This design comes from an exercise in tuning for small area, a short achievable clock period and few clock cycles per item on the open sky130 flow, not from production work. Function was checked by simulation only, so behaviour that the tests miss may differ from the original.

==> flow/design.v <==
`timescale 1ns / 1ps
`default_nettype none
module aes_sbox(
    input wire [7:0] a,
    output wire [7:0] y
);
    localparam [255:0] T0 = 256'h4f1ead396f247a0410bdb210c006eab568ab4bfa8acb7a13b14ede67096c6eed;
    localparam [255:0] T1 = 256'hc870974094ead8a96a450b2ef33486b4e61a4c5e97816f7a7bae007d4c53fc7d;
    localparam [255:0] T2 = 256'hac39b6c0d6ce2efc577d64e03b0c3ffb23a869a2a428c424a16387fb3b48b4c6;
    localparam [255:0] T3 = 256'h4e9ddb76c892fb1be9da849cf6ac6c1b2568ea2effa8527d109020a2193d586a;
    localparam [255:0] T4 = 256'hf210a3aece472e532624b286bc48ecb4f7f17a494ce30f58c2b0f97752b8b11e;
    localparam [255:0] T5 = 256'h54b248130b4f256f7d8dcc4706319e086bc2aa4e0d787aa4f8045f7b6d98dd7f;
    localparam [255:0] T6 = 256'h21e0b833255917823f6bcb91b30db559e4851b3bf3ab2560980a3cc2c2fdb4ff;
    localparam [255:0] T7 = 256'h52379de7b844e3e14cb3770196ca0329e7bac28f866aac825caa2ec7bf977090;
    assign y[0] = T0[a];
    assign y[1] = T1[a];
    assign y[2] = T2[a];
    assign y[3] = T3[a];
    assign y[4] = T4[a];
    assign y[5] = T5[a];
    assign y[6] = T6[a];
    assign y[7] = T7[a];
endmodule
`default_nettype wire
`timescale 1ns / 1ps
`default_nettype none
module cipher(
    input wire clk_in,
    input wire rst_in,
    input wire start,
    input wire [127:0] block_in,
    input wire [127:0] key_in,
    output logic [127:0] result_out,
    output logic valid_out
);
    logic [127:0] state;
    logic [127:0] round_key;
    logic [3:0] round;   
    assign result_out = state;
    function automatic [7:0] byte_at(input [127:0] x, input integer r, input integer c);
        byte_at = x[127 - 8 * (4 * r + c) -: 8];
    endfunction
    function automatic [7:0] xtime(input [7:0] a);
        xtime = {a[6:0], 1'b0} ^ (a[7] ? 8'h1b : 8'h00);
    endfunction
    logic [7:0] rcon;
    always_comb begin
        case (round)
            4'd1: rcon = 8'h01;
            4'd2: rcon = 8'h02;
            4'd3: rcon = 8'h04;
            4'd4: rcon = 8'h08;
            4'd5: rcon = 8'h10;
            4'd6: rcon = 8'h20;
            4'd7: rcon = 8'h40;
            4'd8: rcon = 8'h80;
            4'd9: rcon = 8'h1b;
            default: rcon = 8'h36;
        endcase
    end
    wire last = (round == 4'd10);
    logic [127:0] next_key;
    genvar r, c;
    generate
        for (r = 0; r < 4; r = r + 1) begin : g_key
            wire [7:0] sub;
            aes_sbox ks(.a(byte_at(round_key, (r + 1) % 4, 3)), .y(sub));
            wire [7:0] t = (r == 0) ? (sub ^ rcon) : sub;
            wire [7:0] k0 = byte_at(round_key, r, 0);
            wire [7:0] k1 = byte_at(round_key, r, 1);
            wire [7:0] k2 = byte_at(round_key, r, 2);
            wire [7:0] k3 = byte_at(round_key, r, 3);
            assign next_key[127 - 8 * (4 * r + 0) -: 8] = k0 ^ t;
            assign next_key[127 - 8 * (4 * r + 1) -: 8] = (k0 ^ k1) ^ t;
            assign next_key[127 - 8 * (4 * r + 2) -: 8] = (k0 ^ k1 ^ k2) ^ t;
            assign next_key[127 - 8 * (4 * r + 3) -: 8] = (k0 ^ k1 ^ k2 ^ k3) ^ t;
        end
        logic [127:0] shifted;
        for (r = 0; r < 4; r = r + 1) begin : g_row
            for (c = 0; c < 4; c = c + 1) begin : g_col
                aes_sbox sb(.a(byte_at(state, r, (c + r) % 4)),
                            .y(shifted[127 - 8 * (4 * r + c) -: 8]));
            end
        end
        logic [127:0] mixed;
        for (c = 0; c < 4; c = c + 1) begin : g_mix
            wire [7:0] a0 = byte_at(shifted, 0, c);
            wire [7:0] a1 = byte_at(shifted, 1, c);
            wire [7:0] a2 = byte_at(shifted, 2, c);
            wire [7:0] a3 = byte_at(shifted, 3, c);
            wire [7:0] tot = a0 ^ a1 ^ a2 ^ a3;
            wire [7:0] m0 = tot ^ xtime(a0 ^ a1);
            wire [7:0] m1 = tot ^ xtime(a1 ^ a2);
            wire [7:0] m2 = tot ^ xtime(a2 ^ a3);
            wire [7:0] m3 = tot ^ xtime(a3 ^ a0);
            assign mixed[127 - 8 * (4 * 0 + c) -: 8] = a0 ^ (last ? 8'h00 : m0);
            assign mixed[127 - 8 * (4 * 1 + c) -: 8] = a1 ^ (last ? 8'h00 : m1);
            assign mixed[127 - 8 * (4 * 2 + c) -: 8] = a2 ^ (last ? 8'h00 : m2);
            assign mixed[127 - 8 * (4 * 3 + c) -: 8] = a3 ^ (last ? 8'h00 : m3);
        end
    endgenerate
    wire [127:0] key_sel = start ? key_in : next_key;
    wire [127:0] data_sel = start ? block_in : mixed;
    always_ff @(posedge clk_in) begin
        state <= data_sel ^ key_sel;
        round_key <= key_sel;
    end
    always_ff @(posedge clk_in) begin
        if (rst_in) begin
            round <= 4'd0;
            valid_out <= 1'b0;
        end else begin
            valid_out <= last;
            if (start) round <= 4'd1;
            else if (last) round <= 4'd0;
            else if (round != 4'd0) round <= round + 4'd1;
        end
    end
endmodule
`default_nettype wire
==> flow/run.sh <==
#!/bin/bash
# synth_recipe.tcl (not shown) runs the flow's synth.tcl, then flattens the netlist and writes it again
# the make line also repeats each setting of config.mk as NAME=value (left out here)
make -C /OpenROAD-flow-scripts/flow DESIGN_CONFIG=/design/flow/config.mk WORK_HOME=/design/flow/orfs CLKGATE_MAP_FILE= SYNTH_SCRIPT=/design/flow/synth_recipe.tcl finish
==> flow/config.mk <==
export PLATFORM = sky130hd
export DESIGN_NAME = cipher
export DESIGN_NICKNAME = cipher
export VERILOG_FILES = /design/flow/design.v
export SDC_FILE = /design/flow/constraint.sdc
export NUM_CORES = 4
export LEC_CHECK = 0
export ABC_AREA = 1
export CAP_MARGIN = 30
export CORE_MARGIN = 2
export CORE_UTILIZATION = 40
export SLEW_MARGIN = 40
==> flow/constraint.sdc <==
create_clock -name core_clock -period 7.0 [get_ports {clk_in}]
set_input_delay 1.4000 -clock core_clock [delete_from_list [all_inputs] [get_ports {clk_in}]]
set_output_delay 1.4000 -clock core_clock [all_outputs]
set_load 0.01 [all_outputs]
==> summary.txt <==
synth_stat cells (all sizes together), types with 45 or more instances:
cell type and instances:
nand2 6019, nand3 4621, inv 954, nor2 931, buf 742, o21ai 666, a21oi 551, ha 312
clkbuf 294, dfxtp 261, o211ai 237, nand4 225, or2 164, xor2 110, xnor2 96, nand3b 62
o22ai 45
sequential cells by signal (all words and copies together) (netlist names):
name / flops
round_key: 128
state: 128
round: 4
valid_out: 1
stage by stage:
stage               setup WS (ns)
floorplan                    3.95
global placement             1.13
detailed placement           1.86
CTS                          1.91
global route                 1.54
finish                       1.76
layer usage:
| layer | GRT usage | up-vias | part of all wire |
|---|---|---|---|
| met2 | 0.694 | 9931 | 0.41 |
| li1 | - | 54500 | - |
| met5 | 0 | - | 0.00070 |
| met3 | 0.128 | 2359 | 0.13 |
| met1 | 0.586 | 55500 | 0.36 |
| met4 | 0.378 | 54 | 0.099 |
cell type report:
class	instances	area, um^2	share of cell area
repair buffers	622	5730	0.0654
inverters	974	3700	0.0423
diodes	49	123	0.00140
flip-flops and latches	261	5290	0.0603
multi-input cells	14200	67900	0.775
well taps	2688	3360	0.0384
clock inverters	29	335	0.00383
clock buffers	53	1220	0.0139
kinds of logic after synthesis:
logic type      Yosys count  share of synthesized area
buf+inv                2010                      0.109
simple gates          12100                      0.644
xor+xnor                206                     0.0221
mux                       1                   0.000122
fa+ha+maj               312                     0.0476
compound gates         1632                      0.113
flops                   261                     0.0637
cells in the final DEF, fill, tap and decap left out, drive strengths merged, types with 3 or more instances in the layout:
cell type and n:
dfxtp 261, nor3 28, a31oi 43, clkinv 43
o22ai 45, nand2 6019, diode 49, ha 312
o311ai 12, nand3 4621, o21bai 4, or2 164
nor2 931, o31ai 13, clkbuf 53, a21oi 551
a211oi 12, nand4 225, o2111ai 6, o211ai 237
o221ai 31, buf 236, bufinv 4, xor2 110
inv 949, and2 3, xnor2 96, nand3b 62
clkinvlp 7, a22oi 4, o21ai 666, clkdlybuf4s50 386
worst min path at each step:
stage / from / to / slack (ns) / cells past startpoint
after floorplan: round[1]$_SDFFE_PP0P_ / round[1]$_SDFFE_PP0P_ / 0.51 / 2
after global placement: round[1]$_SDFFE_PP0P_ / round[1]$_SDFFE_PP0P_ / 0.56 / 2
after detailed placement: round[1]$_SDFFE_PP0P_ / round[1]$_SDFFE_PP0P_ / 0.56 / 2
after CTS: round[1]$_SDFFE_PP0P_ / round[1]$_SDFFE_PP0P_ / 0.57 / 2
after global routing: round[1]$_SDFFE_PP0P_ / round[1]$_SDFFE_PP0P_ / 0.61 / 2
final: round[1]$_SDFFE_PP0P_ / round[1]$_SDFFE_PP0P_ / 0.57 / 2
worst register-to-register path, cell delays in order (launching register included):
cell and delay (ns):
dfxtp_1 0.83, inv_1 0.42, ha_1 0.60, nand2_1 0.46, nand3_1 0.26, nand3_1 0.11
nand3_1 0.13, nand3_1 0.07, nand3_1 0.13, nand2_1 0.37, inv_1 0.31, nand2_1 0.08
nand2_1 0.14, nand2_1 0.13, nand3_1 0.16, nand3_1 0.09, nand2_1 0.08, nand3_1 0.44
nand3_1 0.26, nand2_1 0.08
==> qor.csv <==
metric,value,unit
status,"complete, no violations",
cts.clk_slew.worst_paths,0.07,ns
final_nets,16700,
ys_types,57,
layout_min_cycle_time,5.24,ns
holdBufCountCts,0,
synth_edf_count,0,
cpMostUsedCell,nand3_1,
endpoint,state[106]$_DFF_P_,
antenna_found_initial,84,
numCtsBuffers,45,
startpoint_type,flop,
worstMarginPinSlew,0.934,ns
r2r_slack,1.76,ns
cap_violations,0,
ys_seq_area_frac,0.0637,
io_buffers,387,
synth_seq_cells,261,
postLayoutCoreUtil,0.429,
overflow,0,
gp_congestion,1.09,
fin_worst_skew,0.0644,ns
wl_per_cell,28.0,um
route.detailed.drc,0,
drt-pass1-iter-count,8,
ios,388,
crit_cells,19,
clkLatencyLatePin,0.71,ns
syn_area_per_cell,4.98,um^2
grt_start_max_net_pins,185,
die_w,457,um
rows,166,
yosysTopAreaCell,nand3_1,
crit_path_top_delay_cell,dfxtp_1,
layout.cells.non_filler,18900,
grt_setup_unrepaired,no,
cts_sinks,261,
crit_type,flop to flop,
grt_pass1_vias,108000,
cts_max_level,2,
cp_data_arrival_time,5.81,ns
hold_ws,0.569,ns
fmax,191,MHz
slowest_delay,0.83,ns
grt_pass1_wl,754000,um
async_flop_share,0,
cp-end-kind,flop,
die_area,209000,um^2
final-setup-viol-count,0,
layout-drive-gt1-share,0.0535,
crit_buf_inv,2,
synth_ff_type,dfxtp_1,
r2r_cells,19,
worstSetupStartpoint,state[105]$_DFF_P_,
path_max_fanout,16,
hp-class,flop to flop,
period_share,0.749,
die_h,457,um
hpwl,397000,um
start_util,0.402,
r2r_end,state[106]$_DFF_P_,
reg2reg_from,state[105]$_DFF_P_,
core-area,204000,um^2
cts_tree,built,
cts_root_buf,clkbuf_16,
ant_nets,0,
syn_nets,17000,
numPlacedInstances,18800,
synth.top_cell.area_share,0.282,
placed_cell_area,85900,um^2
cpLargestDelayFamily,simple AND/OR/NAND/NOR gates,
n_fill_cell,23700,
syn_area,82000,um^2
slew_viol_final,0,
setup-tns-final,0,ns
viasPerCell,6.48,
synth_area_leaders,"nand3_1 (28%), nand2_1 (27%), dfxtp_1 (6.4%)",
crit_chain,inv_1 -> ha_1 -> nand2_1 -> nand3_1 -> nand3_1 -> nand3_1 -> nand3_1 -> nand3_1 -> nand2_1 -> inv_1 -> nand2_1 -> nand2_1 -> nand2_1 -> nand3_1 -> nand3_1 -> nand2_1 -> nand3_1 -> nand3_1 -> nand2_1,
track_usage,0.475,
drt-initial-drc-count,23600,
cts_resized,0,
stdcell_area,87700,um^2
crit_required,7.57,ns
wl,528000,um
clock_path_buffers,3,
num_vias,122000,
hold_viol,0,
syn2layout_area_growth,6.91,%
netlist_instances,16500,
yosysWarnings,1,
post-cts-setup-buffers,0,
slew_headroom,0.371,
Testbench counts, summed over its fixed seeds: cycles 3,072, blocks 256.

what the ideal ports hide:
Ports are ideal in the flow. The routed layout listed here was re-timed in OpenROAD. Step 1, drivers: a clkbuf_16 drives clk_in and a buf_2 each remaining input, both assumed. Step 2 adds t to the input delays and takes it off the output delays; t is the mean of the earliest and latest rising clock arrival at the registers after step 1. Input paths then give back, and output paths get back, about the clock's delay inside the block. a / b / c = no drivers / after step 1 / after step 2; a / b = the first two.
t, ns: 0.767
setup WS [ns]: 1.757 / 1.757 / 1.757
worst hold slack (ns): 0.569 / 0.569 / 0.569
slew at the worst register clock pin (ns): 0.08 / 0.08
worst slew at a driven data input, ns: 0.22
After both steps setup and hold are still met in this run. For this run, drivers alone change the setup slack by 0.000 ns; drivers and shift together by 0.000 ns.
